Background: an optimization exercise with open tools, aiming at small area, a short achievable clock period and few clock cycles per item. Do not read the settings as production practice. Only simulation tests tie the RTL to the original design; equivalence was not proved.

== nickel ==
==> module PixelSolverMultiCore, before the edit <==
module PixelSolverMultiCore (
  input               io_cmd_valid,
  output              io_cmd_ready,
  input      [27:0]   io_cmd_payload_x,
  input      [27:0]   io_cmd_payload_y,
  output              io_rsp_valid,
  input               io_rsp_ready,
  output     [5:0]    io_rsp_payload_iteration,
  input               clk,
  input               reset
);
  reg  [21:0] bx, by;
  reg         bbig, bcornerhi;
  wire        ld;
  reg         bv, rdy;
  wire        bv_n = bv ? ~ld : (io_cmd_valid & rdy);
  assign io_cmd_ready = rdy;
  always @(posedge clk or posedge reset) begin
    if (reset) begin
      bv <= 1'b0; rdy <= 1'b0;
    end else begin
      bv <= bv_n; rdy <= ~bv_n;
    end
  end
  always @(posedge clk) begin
    if (!bv) begin
      bx <= io_cmd_payload_x[21:0];
      by <= io_cmd_payload_y[21:0];
      bbig <= (io_cmd_payload_x[27:21] != {7{io_cmd_payload_x[21]}}) |
              (io_cmd_payload_y[27:21] != {7{io_cmd_payload_y[21]}});
      bcornerhi <= (io_cmd_payload_x[27:21] == 7'h40) & (io_cmd_payload_y[27:21] == 7'h40);
    end
  end
  reg  [3:0]  head, tail;
  reg  [7:0]  rob_v;
  reg  [5:0]  rob_d [0:7];
  wire robfull = (tail[3] != head[3]) & (tail[2:0] == head[2:0]);
  reg         v1, new1;
  reg  [21:0] x1, y1, x01, y01;
  reg  [21:0] sx1, sy1;
  reg  [5:0]  it1;
  reg  [2:0]  tag1;
  wire [21:0] bxq = {bx[21], bx[20:0] ^ {21{bx[21]}}};
  wire [21:0] byq = {by[21], by[20:0] ^ {21{by[21]}}};
  wire [21:0] x0s = new1 ? bx : x01;
  wire [21:0] y0s = new1 ? by : y01;
  wire [43:0] a0, a1, b0, b1;
  wire [44:0] p0, p1;
  dp1 u_dp1 (.x(x1), .y(y1), .x0(x0s), .y0(y0s),
             .a0(a0), .a1(a1), .b0(b0), .b1(b1), .p0(p0), .p1(p1));
  reg         v2, fd2;
  reg  [43:0] a0r, a1r, b0r, b1r;
  reg  [44:0] p0r, p1r;
  reg  [21:0] x02, y02;
  reg  [21:0] sx2, sy2;
  reg         cyc2;
  reg  [5:0]  it2;
  reg  [2:0]  tag2;
  always @(posedge clk or posedge reset) begin
    if (reset) v2 <= 1'b0;
    else v2 <= v1;
  end
  always @(posedge clk) begin
    a0r <= a0; a1r <= a1; b0r <= b0; b1r <= b1;
    p0r <= p0; p1r <= p1;
    x02 <= x0s; y02 <= y0s;
    cyc2 <= ~new1 & (x1 == sx1) & (y1 == sy1);
    if (new1) begin
      sx2 <= bxq; sy2 <= byq;
      it2 <= (bcornerhi & (bx == 22'd0) & (by == 22'd0)) ? 6'd63 : 6'd1;
      tag2 <= tail[2:0] - 3'd1;
      fd2 <= bbig;
    end else begin
      if (it1[1:0] == 2'd0) begin
        sx2 <= x1; sy2 <= y1;
      end else begin
        sx2 <= sx1; sy2 <= sy1;
      end
      it2 <= it1; tag2 <= tag1; fd2 <= 1'b0;
    end
  end
  wire [43:0] s0r, s1r, d0r, d1r;
  dp2 u_dp2 (.a0(a0r), .a1(a1r), .b0(b0r), .b1(b1r),
             .s0(s0r), .s1(s1r), .d0(d0r), .d1(d1r));
  wire [43:0] dsum, ssum;
  wire [44:0] psum;
  add44 u_dadd (.a(d0r), .b(d1r), .s(dsum));
  add45 u_padd (.a(p0r), .b(p1r), .s(psum));
  add44 u_sadd (.a(s0r), .b(s1r), .s(ssum));
  wire [23:0] dh = dsum[43:20];
  wire [24:0] ph = psum[44:20];
  wire [1:0]  sh = ssum[43:42];
  wire esc  = sh != 2'd0;
  wire oob  = (dh[23:21] != {3{dh[21]}}) | (ph[24:21] != {4{ph[21]}});
  wire done = fd2 | esc | oob | cyc2 | (it2 == 6'd62);
  wire [5:0] it2p = it2 + 6'd1;
  wire [5:0] res  = (fd2 | esc) ? it2 : (cyc2 ? 6'd63 : it2p);
  wire free = ~v2 | done;
  assign ld = free & bv & ~robfull;
  always @(posedge clk or posedge reset) begin
    if (reset) begin
      v1 <= 1'b0; new1 <= 1'b0;
    end else begin
      v1 <= ~free | ld;
      new1 <= ld;
    end
  end
  always @(posedge clk) begin
    if (free) begin
      x1 <= bxq; y1 <= byq;
    end else begin
      x1 <= {dh[21], dh[20:0] ^ {21{dh[21]}}};
      y1 <= {ph[21], ph[20:0] ^ {21{ph[21]}}};
    end
    x01 <= x02; y01 <= y02;
    sx1 <= sx2; sy1 <= sy2;
    it1 <= it2p; tag1 <= tag2;
  end
  reg        ov;
  reg  [5:0] od;
  wire take = ~ov | io_rsp_ready;
  wire hv   = rob_v[head[2:0]];
  assign io_rsp_valid = ov;
  assign io_rsp_payload_iteration = od;
  integer i;
  always @(posedge clk or posedge reset) begin
    if (reset) begin
      ov <= 1'b0; head <= 4'd0; tail <= 4'd0; rob_v <= 8'd0;
    end else begin
      if (ld) tail <= tail + 4'd1;
      if (take) begin
        ov <= hv;
        if (hv) head <= head + 4'd1;
      end
      for (i = 0; i < 8; i = i + 1) begin
        if (v2 & done & (tag2 == i)) rob_v[i] <= 1'b1;
        else if (take & hv & (head[2:0] == i)) rob_v[i] <= 1'b0;
      end
    end
  end
  always @(posedge clk) begin
    if (take & hv) od <= rob_d[head[2:0]];
    for (i = 0; i < 8; i = i + 1)
      if (v2 & done & (tag2 == i)) rob_d[i] <= res;
  end
endmodule
==> flow/config.mk <==
export PLATFORM = sky130hd
export DESIGN_NAME = PixelSolverMultiCore
export DESIGN_NICKNAME = PixelSolverMultiCore
export VERILOG_FILES = /design/flow/design.v
export SDC_FILE = /design/flow/constraint.sdc
export NUM_CORES = 4
export LEC_CHECK = 0
export ABC_AREA = 1
export CAP_MARGIN = 20
export CORE_MARGIN = 2
export CORE_UTILIZATION = 55
export CTS_CLUSTER_DIAMETER = 70
export CTS_CLUSTER_SIZE = 20
export SLEW_MARGIN = 20
==> flow/constraint.sdc <==
create_clock -name core_clock -period 17.0 [get_ports {clk}]
set_input_delay 3.4000 -clock core_clock [delete_from_list [all_inputs] [get_ports {clk}]]
set_output_delay 3.4000 -clock core_clock [all_outputs]
set_load 0.01 [all_outputs]
standard.sh (not shown) runs the stock make flow with config.mk's settings and CLKGATE_MAP_FILE= SYNTH_SCRIPT=/design/flow/synth_recipe.tcl, a recipe that flattens the netlist after the stock synthesis.
==> flow/flow/run.sh <==
#!/bin/bash
# Layout flow: the standard synthesis, then an inverter-polarity pass on the
# synthesized netlist (flow/invopt.py: full adders are self-dual, so most
# inverters between them can go), then the standard ORFS layout with
# repair_timing asked to over-fix setup by a margin, so that the layout is
# optimised below the design's clock period.
set -euo pipefail
HERE=$(pwd)
RES=$HERE/orfs/results/$FLOW_PLATFORM/PixelSolverMultiCore/base
bash standard.sh "$RES/1_2_yosys.v" > flow_synth.log 2>&1
cp "$RES/1_2_yosys.v" "$HERE/synth_standard.v"
python3 flow/invopt.py "$HERE/synth_standard.v" "$RES/1_2_yosys.v" > flow_invopt.log 2>&1
export SETUP_SLACK_MARGIN=12.3
bash standard.sh > flow_make.log 2>&1
Other scripts of this flow, unchanged in this note and not shown: flow/flow/invopt.py
Every stage of the flow completed for nickel, and the final layout passed the timing, design-rule and antenna checks.
Testbench counts of nickel, summed over its fixed seeds: cycles 114,659, items 7,200.
Relative to nickel, the following input files were edited for pepper:
--- a/flow/design.v
+++ b/flow/design.v
@@ -11,15 +11,12 @@
 );
   reg  [21:0] bx, by;
-  reg         bbig, bcornerhi;
+  reg         bbig, bcorner;
   wire        ld;
-  reg         bv, rdy;
-  wire        bv_n = bv ? ~ld : (io_cmd_valid & rdy);
-  assign io_cmd_ready = rdy;
+  reg         bv;
+  assign io_cmd_ready = ~bv;
   always @(posedge clk or posedge reset) begin
-    if (reset) begin
-      bv <= 1'b0; rdy <= 1'b0;
-    end else begin
-      bv <= bv_n; rdy <= ~bv_n;
-    end
+    if (reset) bv <= 1'b0;
+    else if (bv) bv <= ~ld;
+    else bv <= io_cmd_valid;
   end
   always @(posedge clk) begin
@@ -29,5 +26,5 @@
       bbig <= (io_cmd_payload_x[27:21] != {7{io_cmd_payload_x[21]}}) |
               (io_cmd_payload_y[27:21] != {7{io_cmd_payload_y[21]}});
-      bcornerhi <= (io_cmd_payload_x[27:21] == 7'h40) & (io_cmd_payload_y[27:21] == 7'h40);
+      bcorner <= (io_cmd_payload_x == 28'h8000000) & (io_cmd_payload_y == 28'h8000000);
     end
   end
@@ -68,5 +65,5 @@
     if (new1) begin
       sx2 <= bxq; sy2 <= byq;
-      it2 <= (bcornerhi & (bx == 22'd0) & (by == 22'd0)) ? 6'd63 : 6'd1;
+      it2 <= bcorner ? 6'd63 : 6'd1;
       tag2 <= tail[2:0] - 3'd1;
       fd2 <= bbig;
Findings:
- Looking at global-route usage, pepper sits 0.71 points higher than nickel does.
- Between nickel and pepper, the storage element area figures differ only marginally.
- Comparing pepper with nickel, the sequential share of layout area came out essentially unchanged.
- Of the two values seen for launch point of the worst path, od[3]$_DFFE_PP_ was produced by nickel and io_cmd_payload_x[19] by pepper.
- Relative to nickel, pepper degrades final worst setup slack.
Testbench counts of pepper, summed over its fixed seeds: cycles 114,659, items 7,200.

* * *

run F:
Another version of the RTL of PixelSolverMultiCore (not shown whole).
Size in the first run: about 4,600 cells after synthesis, ~530 flip-flops, roughly 68 I/O pins, about 0.047 sq mm of cells after synthesis.
==> module PixelSolverMultiCore, before the edit <==
module PixelSolverMultiCore (
  input               io_cmd_valid,
  output              io_cmd_ready,
  input      [27:0]   io_cmd_payload_x,
  input      [27:0]   io_cmd_payload_y,
  output              io_rsp_valid,
  input               io_rsp_ready,
  output     [5:0]    io_rsp_payload_iteration,
  input               clk,
  input               reset
);
  reg         bv;
  reg  [27:0] bx, by;
  wire        ld;
  assign io_cmd_ready = ~bv;
  always @(posedge clk or posedge reset) begin
    if (reset) bv <= 1'b0;
    else if (bv) bv <= ~ld;
    else bv <= io_cmd_valid;
  end
  always @(posedge clk) begin
    if (!bv) begin
      bx <= io_cmd_payload_x;
      by <= io_cmd_payload_y;
    end
  end
  wire bbig = (bx[27:21] != {7{bx[21]}}) | (by[27:21] != {7{by[21]}});
  wire bcorner = (bx == 28'h8000000) & (by == 28'h8000000);
  reg  [3:0]  head, tail;
  reg  [7:0]  rob_v;
  reg  [5:0]  rob_d [0:7];
  wire robfull = (tail[3] != head[3]) & (tail[2:0] == head[2:0]);
  reg         v1, fd1;
  reg  [21:0] x1, y1, x01, y01;
  reg  [5:0]  it1;
  reg  [2:0]  tag1;
  wire [42:0] a0, a1, b0, b1;
  wire [44:0] p0, p1;
  dp1 u_dp1 (.x(x1), .y(y1), .y0(y01),
             .a0(a0), .a1(a1), .b0(b0), .b1(b1), .p0(p0), .p1(p1));
  reg         v2, fd2;
  reg  [42:0] a0r, a1r, b0r, b1r;
  reg  [44:0] p0r, p1r;
  reg  [21:0] x02, y02;
  reg  [5:0]  it2;
  reg  [2:0]  tag2;
  always @(posedge clk or posedge reset) begin
    if (reset) v2 <= 1'b0;
    else v2 <= v1;
  end
  always @(posedge clk) begin
    a0r <= a0; a1r <= a1; b0r <= b0; b1r <= b1;
    p0r <= p0; p1r <= p1;
    x02 <= x01; y02 <= y01;
    it2 <= it1; tag2 <= tag1; fd2 <= fd1;
  end
  wire [43:0] s0r, s1r, d0r, d1r;
  dp2 u_dp2 (.a0(a0r), .a1(a1r), .b0(b0r), .b1(b1r), .x0(x02),
             .s0(s0r), .s1(s1r), .d0(d0r), .d1(d1r));
  wire [43:0] dsum = d0r + d1r;
  wire [44:0] psum = p0r + p1r;
  wire [43:0] ssum = s0r + s1r;
  wire [23:0] dh = dsum[43:20];
  wire [24:0] ph = psum[44:20];
  wire [1:0]  sh = ssum[43:42];
  wire esc  = sh != 2'd0;
  wire oob  = (dh[23:21] != {3{dh[21]}}) | (ph[24:21] != {4{ph[21]}});
  wire done = fd2 | esc | oob | (it2 == 6'd62);
  wire [5:0] it2p = it2 + 6'd1;
  wire [5:0] res  = (fd2 | esc) ? it2 : it2p;
  wire free = ~v2 | done;
  assign ld = free & bv & ~robfull;
  always @(posedge clk or posedge reset) begin
    if (reset) v1 <= 1'b0;
    else v1 <= ~free | ld;
  end
  always @(posedge clk) begin
    if (ld) begin
      x1 <= {bx[21], bx[20:0] ^ {21{bx[21]}}};
      y1 <= {by[21], by[20:0] ^ {21{by[21]}}};
      x01 <= bx[21:0]; y01 <= by[21:0];
      it1 <= bcorner ? 6'd63 : 6'd1; tag1 <= tail[2:0]; fd1 <= bbig;
    end else begin
      x1 <= {dh[21], dh[20:0] ^ {21{dh[21]}}};
      y1 <= {ph[21], ph[20:0] ^ {21{ph[21]}}};
      x01 <= x02; y01 <= y02;
      it1 <= it2p; tag1 <= tag2; fd1 <= 1'b0;
    end
  end
  reg        ov;
  reg  [5:0] od;
  wire take = ~ov | io_rsp_ready;
  wire hv   = rob_v[head[2:0]];
  assign io_rsp_valid = ov;
  assign io_rsp_payload_iteration = od;
  integer i;
  always @(posedge clk or posedge reset) begin
    if (reset) begin
      ov <= 1'b0; head <= 4'd0; tail <= 4'd0; rob_v <= 8'd0;
    end else begin
      if (ld) tail <= tail + 4'd1;
      if (take) begin
        ov <= hv;
        if (hv) head <= head + 4'd1;
      end
      for (i = 0; i < 8; i = i + 1) begin
        if (v2 & done & (tag2 == i)) rob_v[i] <= 1'b1;
        else if (take & hv & (head[2:0] == i)) rob_v[i] <= 1'b0;
      end
    end
  end
  always @(posedge clk) begin
    if (take & hv) od <= rob_d[head[2:0]];
    for (i = 0; i < 8; i = i + 1)
      if (v2 & done & (tag2 == i)) rob_d[i] <= res;
  end
endmodule
export LEC_CHECK = 0
export CAP_MARGIN = 20
export CORE_MARGIN = 2
export CORE_UTILIZATION = 40
export SLEW_MARGIN = 20
create_clock -name core_clock -period 17.0 [get_ports {clk}]
==> flow/flow/run.sh <==
#!/bin/bash
# Standard ORFS layout, with repair_timing asked to over-fix setup by a
# margin, so that the layout is optimised below the design's clock period.
set -euo pipefail
export SETUP_SLACK_MARGIN=12
bash standard.sh > flow_make.log 2>&1
Testbench counts of run F, summed over its fixed seeds: cycles 141,970, items 7,200.
Input-level comparison between run Z and run F:
--- a/flow/design.v
+++ b/flow/design.v
@@ -32,6 +32,7 @@
   wire robfull = (tail[3] != head[3]) & (tail[2:0] == head[2:0]);
   reg         v1, fd1;
   reg  [21:0] x1, y1, x01, y01;
+  reg  [21:0] sx1, sy1;
   reg  [5:0]  it1;
   reg  [2:0]  tag1;
   wire [42:0] a0, a1, b0, b1;
@@ -42,6 +43,8 @@
   reg  [42:0] a0r, a1r, b0r, b1r;
   reg  [44:0] p0r, p1r;
   reg  [21:0] x02, y02;
+  reg  [21:0] sx2, sy2;
+  reg         cyc2;
   reg  [5:0]  it2;
   reg  [2:0]  tag2;
   always @(posedge clk or posedge reset) begin
@@ -52,6 +55,12 @@
     a0r <= a0; a1r <= a1; b0r <= b0; b1r <= b1;
     p0r <= p0; p1r <= p1;
     x02 <= x01; y02 <= y01;
+    cyc2 <= (x1 == sx1) & (y1 == sy1) & (it1 != 6'd1);
+    if (it1[1:0] == 2'd0) begin
+      sx2 <= x1; sy2 <= y1;
+    end else begin
+      sx2 <= sx1; sy2 <= sy1;
+    end
     it2 <= it1; tag2 <= tag1; fd2 <= fd1;
   end
   wire [43:0] s0r, s1r, d0r, d1r;
@@ -65,9 +74,9 @@
   wire [1:0]  sh = ssum[43:42];
   wire esc  = sh != 2'd0;
   wire oob  = (dh[23:21] != {3{dh[21]}}) | (ph[24:21] != {4{ph[21]}});
-  wire done = fd2 | esc | oob | (it2 == 6'd62);
+  wire done = fd2 | esc | oob | cyc2 | (it2 == 6'd62);
   wire [5:0] it2p = it2 + 6'd1;
-  wire [5:0] res  = (fd2 | esc) ? it2 : it2p;
+  wire [5:0] res  = (fd2 | esc) ? it2 : (cyc2 ? 6'd63 : it2p);
   wire free = ~v2 | done;
   assign ld = free & bv & ~robfull;
   always @(posedge clk or posedge reset) begin
@@ -78,12 +87,15 @@
     if (ld) begin
       x1 <= {bx[21], bx[20:0] ^ {21{bx[21]}}};
       y1 <= {by[21], by[20:0] ^ {21{by[21]}}};
+      sx1 <= {bx[21], bx[20:0] ^ {21{bx[21]}}};
+      sy1 <= {by[21], by[20:0] ^ {21{by[21]}}};
       x01 <= bx[21:0]; y01 <= by[21:0];
       it1 <= bcorner ? 6'd63 : 6'd1; tag1 <= tail[2:0]; fd1 <= bbig;
     end else begin
       x1 <= {dh[21], dh[20:0] ^ {21{dh[21]}}};
       y1 <= {ph[21], ph[20:0] ^ {21{ph[21]}}};
       x01 <= x02; y01 <= y02;
+      sx1 <= sx2; sy1 <= sy2;
       it1 <= it2p; tag1 <= tag2; fd1 <= 1'b0;
     end
   end
Findings:
- After detailed routing, run F needs less wire than run Z.
- From run F to run Z the numbers moved as follows: smallest setup slack after layout moved up, share of synthesized area occupied by flip-flops and latches now sits higher, routed wire length on met2 moved up.
Testbench counts of run Z, summed over its fixed seeds: cycles 114,659, items 7,200.

-- what the ideal ports hide --
How much do the figures lean on ideal ports? The routed layouts below were timed once more, with nothing changed but the port constraints.
Step 1, drivers: a clkbuf_16 drives clk and a buf_2 each remaining input, both assumed.
Step 2 times the ports against the registers' clock, not the clock port: input delays grow and output delays shrink by t, the midpoint of the rising clock arrivals with the driver on.
a / b / c = ideal / step 1 / step 2; a / b = the first two.
run | t (ns) | setup slack, ns | worst setup path after step 2 | worst register clock-pin slew, ns | cell pins on the clock port's net
nickel | 0.708 | 12.350 / 12.284 / 11.731 | input to register | 0.09 / 0.09 | 1
pepper | 0.709 | 12.269 / 12.238 / 11.586 | input to register | 0.09 / 0.09 | 1
run F | 0.713 | 11.604 / 11.604 / 11.604 | register to register | 0.07 / 0.07 | 1
run Z | 0.724 | 11.874 / 11.874 / 11.874 | register to register | 0.08 / 0.08 | 1
After both steps every run listed still meets setup and hold. The setup slack of pepper, which loses most, moves by -0.031 ns with the drivers and by -0.683 ns with both steps.
